From an optimization exercise on the open Yosys and OpenROAD flow, aimed at small area, a short achievable clock period and few clock cycles; shortcuts taken in it are not production practice. In this exercise RTL edits were held to simulation tests only and were not proved equivalent to the original. Power figures rest on the tool's default switching activity, not on a simulated workload.

// div32
module div32(
    input clk,
    input rst,
    input start,
    input [31:0] dividend,
    input [31:0] divisor,
    output [31:0] quotient,
    output [31:0] remainder,
    output reg finish
);
reg [31:0] r;       
reg [31:0] q;       
reg [31:0] d;       
reg [4:0]  za;      
reg [5:0]  j;       
reg        norm;    
reg        iter;    
assign quotient  = q;
assign remainder = r;
function [5:0] lzc32;
    input [31:0] x;
    reg [15:0] v1; reg [15:0] c1;
    reg [7:0]  v2; reg [15:0] c2;
    reg [3:0]  v3; reg [11:0] c3;
    reg [1:0]  v4; reg [7:0]  c4;
    integer i;
    begin
        for (i = 0; i < 16; i = i + 1) begin
            v1[i] = x[2*i+1] | x[2*i];
            c1[i] = ~x[2*i+1];
        end
        for (i = 0; i < 8; i = i + 1) begin
            v2[i] = v1[2*i+1] | v1[2*i];
            c2[2*i+:2] = v1[2*i+1] ? {1'b0, c1[2*i+1]} : {1'b1, c1[2*i]};
        end
        for (i = 0; i < 4; i = i + 1) begin
  ...
==> flow/config.mk <==
export PLATFORM = sky130hd
export DESIGN_NAME = div32
export DESIGN_NICKNAME = div32
export VERILOG_FILES = /design/flow/design.v
export SDC_FILE = /design/flow/constraint.sdc
export NUM_CORES = 8
export LEC_CHECK = 0
export ABC_AREA = 1
export CAP_MARGIN = 20
export CORE_MARGIN = 2
export CORE_UTILIZATION = 40
export CTS_BUF_LIST = sky130_fd_sc_hd__clkbuf_8
export PLACE_DENSITY = 0.6
export SETUP_SLACK_MARGIN = 2.7
export SLEW_MARGIN = 20
export TNS_END_PERCENT = 50
==> flow/constraint.sdc <==
create_clock -name core_clock -period 5.0 [get_ports {clk}]
set_input_delay 1.0000 -clock core_clock [delete_from_list [all_inputs] [get_ports {clk}]]
set_output_delay 1.0000 -clock core_clock [all_outputs]
set_load 0.01 [all_outputs]
standard.sh (not shown) runs the stock make flow with config.mk's settings and CLKGATE_MAP_FILE= SYNTH_SCRIPT=/design/flow/synth_recipe.tcl, a recipe that flattens the netlist after the stock synthesis.
==> flow/flow/run.sh <==
#!/bin/bash
# Standard layout, with plain buffers on the ports instead of the default delay-cell buffers.
set -euo pipefail
bash standard.sh BUFFER_PORTS_ARGS="-buffer_cell sky130_fd_sc_hd__buf_1" finish > standard.log 2>&1
Testbench counts at the start, summed over its fixed seeds: cycles 47,977.
==> next run, changes <==
==> flow/flow/run.sh (replaced) <==
#!/bin/bash
# Standard layout with plain buffers on the ports; repair option: SETUP_MOVE_SEQUENCE=unbuffer,sizeup,swap
set -euo pipefail
bash standard.sh BUFFER_PORTS_ARGS="-buffer_cell sky130_fd_sc_hd__buf_1" SETUP_MOVE_SEQUENCE=unbuffer,sizeup,swap finish > standard.log 2>&1
- CTS_BUF_LIST: sky130_fd_sc_hd__clkbuf_8 -> unset
- TNS_END_PERCENT: 50 -> unset
The new run finished clean.
Design area is about the same.
Synthesized cell count stays the same.
Total power went up by 1.3%.
Combinational power went down by about 5%.
Utilization hardly moves.
Via count went down by 2.5%.
Cell count went down by 1.6%.
==> next run, changes <==
==> flow/flow/run.sh (replaced) <==
#!/bin/bash
# Standard layout, with plain buffers on the ports instead of the default delay-cell buffers.
set -euo pipefail
bash standard.sh BUFFER_PORTS_ARGS="-buffer_cell sky130_fd_sc_hd__buf_1" finish > standard.log 2>&1
- CTS_BUF_LIST: unset -> sky130_fd_sc_hd__clkbuf_8 sky130_fd_sc_hd__clkbuf_16
What happened: Global-route usage is higher by 0.79 points. Final cell count rises by 1.9%. Setup slack is better by 0.33 ns. Clock-buffer cell count does not change. Synthesized area does not change. Routed wire length increases by 5.7%. Design area is higher by 1.4%. First-iteration DRC count grows by 27%.
==> next run, changes <==
==> flow/flow/run.sh (replaced) <==
#!/bin/bash
# Standard layout, with plain buffers on the ports instead of the default delay-cell buffers.
set -euo pipefail
bash standard.sh BUFFER_PORTS_ARGS="-buffer_cell sky130_fd_sc_hd__buf_2" finish > standard.log 2>&1
- CTS_BUF_LIST: sky130_fd_sc_hd__clkbuf_8 sky130_fd_sc_hd__clkbuf_16 -> unset
- SETUP_SLACK_MARGIN: 2.7 -> 3.0
Result: The changed run completed without violations. Global-route usage increases by 2.0 points. Total power climbs by 21%. Via count grows by 7.6%. Sequential share of layout area decreases by 3.4 points. Clock-buffer cell count does not change. Setup slack gets better by 0.018 ns. Non-clock buffer count rises by 83. Die area does not change.
==> next run, changes <==
==> flow/flow/run.sh (replaced) <==
#!/bin/bash
# Standard layout with plain buffers on the ports, and a clock tree of sky130_fd_sc_hd__clkbuf_8 buffers
# without dummy loads.
set -euo pipefail
bash standard.sh BUFFER_PORTS_ARGS="-buffer_cell sky130_fd_sc_hd__buf_1" CTS_ARGS="-sink_clustering_enable -repair_clock_nets -buf_list sky130_fd_sc_hd__clkbuf_8 -dont_use_dummy_load" finish > standard.log 2>&1
- SETUP_SLACK_MARGIN: 3.0 -> 2.7
The changed run passed the timing, design-rule and antenna checks.
Worst hold slack loses 0.041 ns.
Core utilization shrinks by 11 points.
Setup slack gains 0.032 ns.
Area after synthesis stays the same.
Sequential power shrinks by a few percent.
Wire length shrinks by roughly a tenth.
Via count shrinks by a little under a tenth.
First-iteration DRC count shrinks by a few percent.
Die area stays the same.
Synthesized cell count stays the same.
==> next run, changes <==
==> flow/flow/run.sh (replaced) <==
#!/bin/bash
# Standard layout, with plain buffers on the ports instead of the default delay-cell buffers.
set -euo pipefail
bash standard.sh BUFFER_PORTS_ARGS="-buffer_cell sky130_fd_sc_hd__buf_2" finish > standard.log 2>&1
- SETUP_SLACK_MARGIN: 2.7 -> 2.8
Total power went up by 8.8%.
Cell area went up by 5.9%.
Wire length went up by 2.7%.
Flip-flop and latch count stays the same.
Count of clock-buffer cells in the layout is unchanged.

-- separate check: timing with driven ports --
The flow's constraints put no driver on any port. The routed layouts listed below were extracted and timed again, unchanged, in two steps.
Step 1: set_driving_cell puts a clkbuf_16 on clk and a buf_2 on each other input, an assumption about the parent block.
Step 2 also shifts input and output timing later by t, the mid clock arrival at the registers, as if the neighbouring blocks saw the same clock.
a / b / c = no drivers / after step 1 / after step 2; a / b = the first two.
run | shift t [ns] | setup slack, ns | worst hold slack (ns) | worst data-port slew with drivers (ns) | cell pins on the clock port's net
the first run | 0.447 | 2.748 / 2.759 / 2.312 | 0.430 / 0.414 / 0.509 | 0.06 | 1
the second run | 0.408 | 2.430 / 2.430 / 2.267 | 0.462 / 0.443 / 0.505 | 0.06 | 1
the third run | 0.409 | 2.759 / 2.759 / 2.405 | 0.463 / 0.447 / 0.502 | 0.06 | 1
the fourth run | 0.414 | 2.777 / 2.780 / 2.365 | 0.477 / 0.462 / 0.501 | 0.06 | 1
the fifth run | 0.435 | 2.809 / 2.809 / 2.399 | 0.437 / 0.419 / 0.504 | 0.06 | 1
the sixth run | 0.418 | 2.745 / 2.746 / 2.328 | 0.491 / 0.480 / 0.499 | 0.05 | 1
After both steps setup and hold are still met in every run listed. For the first run, which loses most, drivers alone change the setup slack by +0.011 ns; drivers and shift together by -0.436 ns.
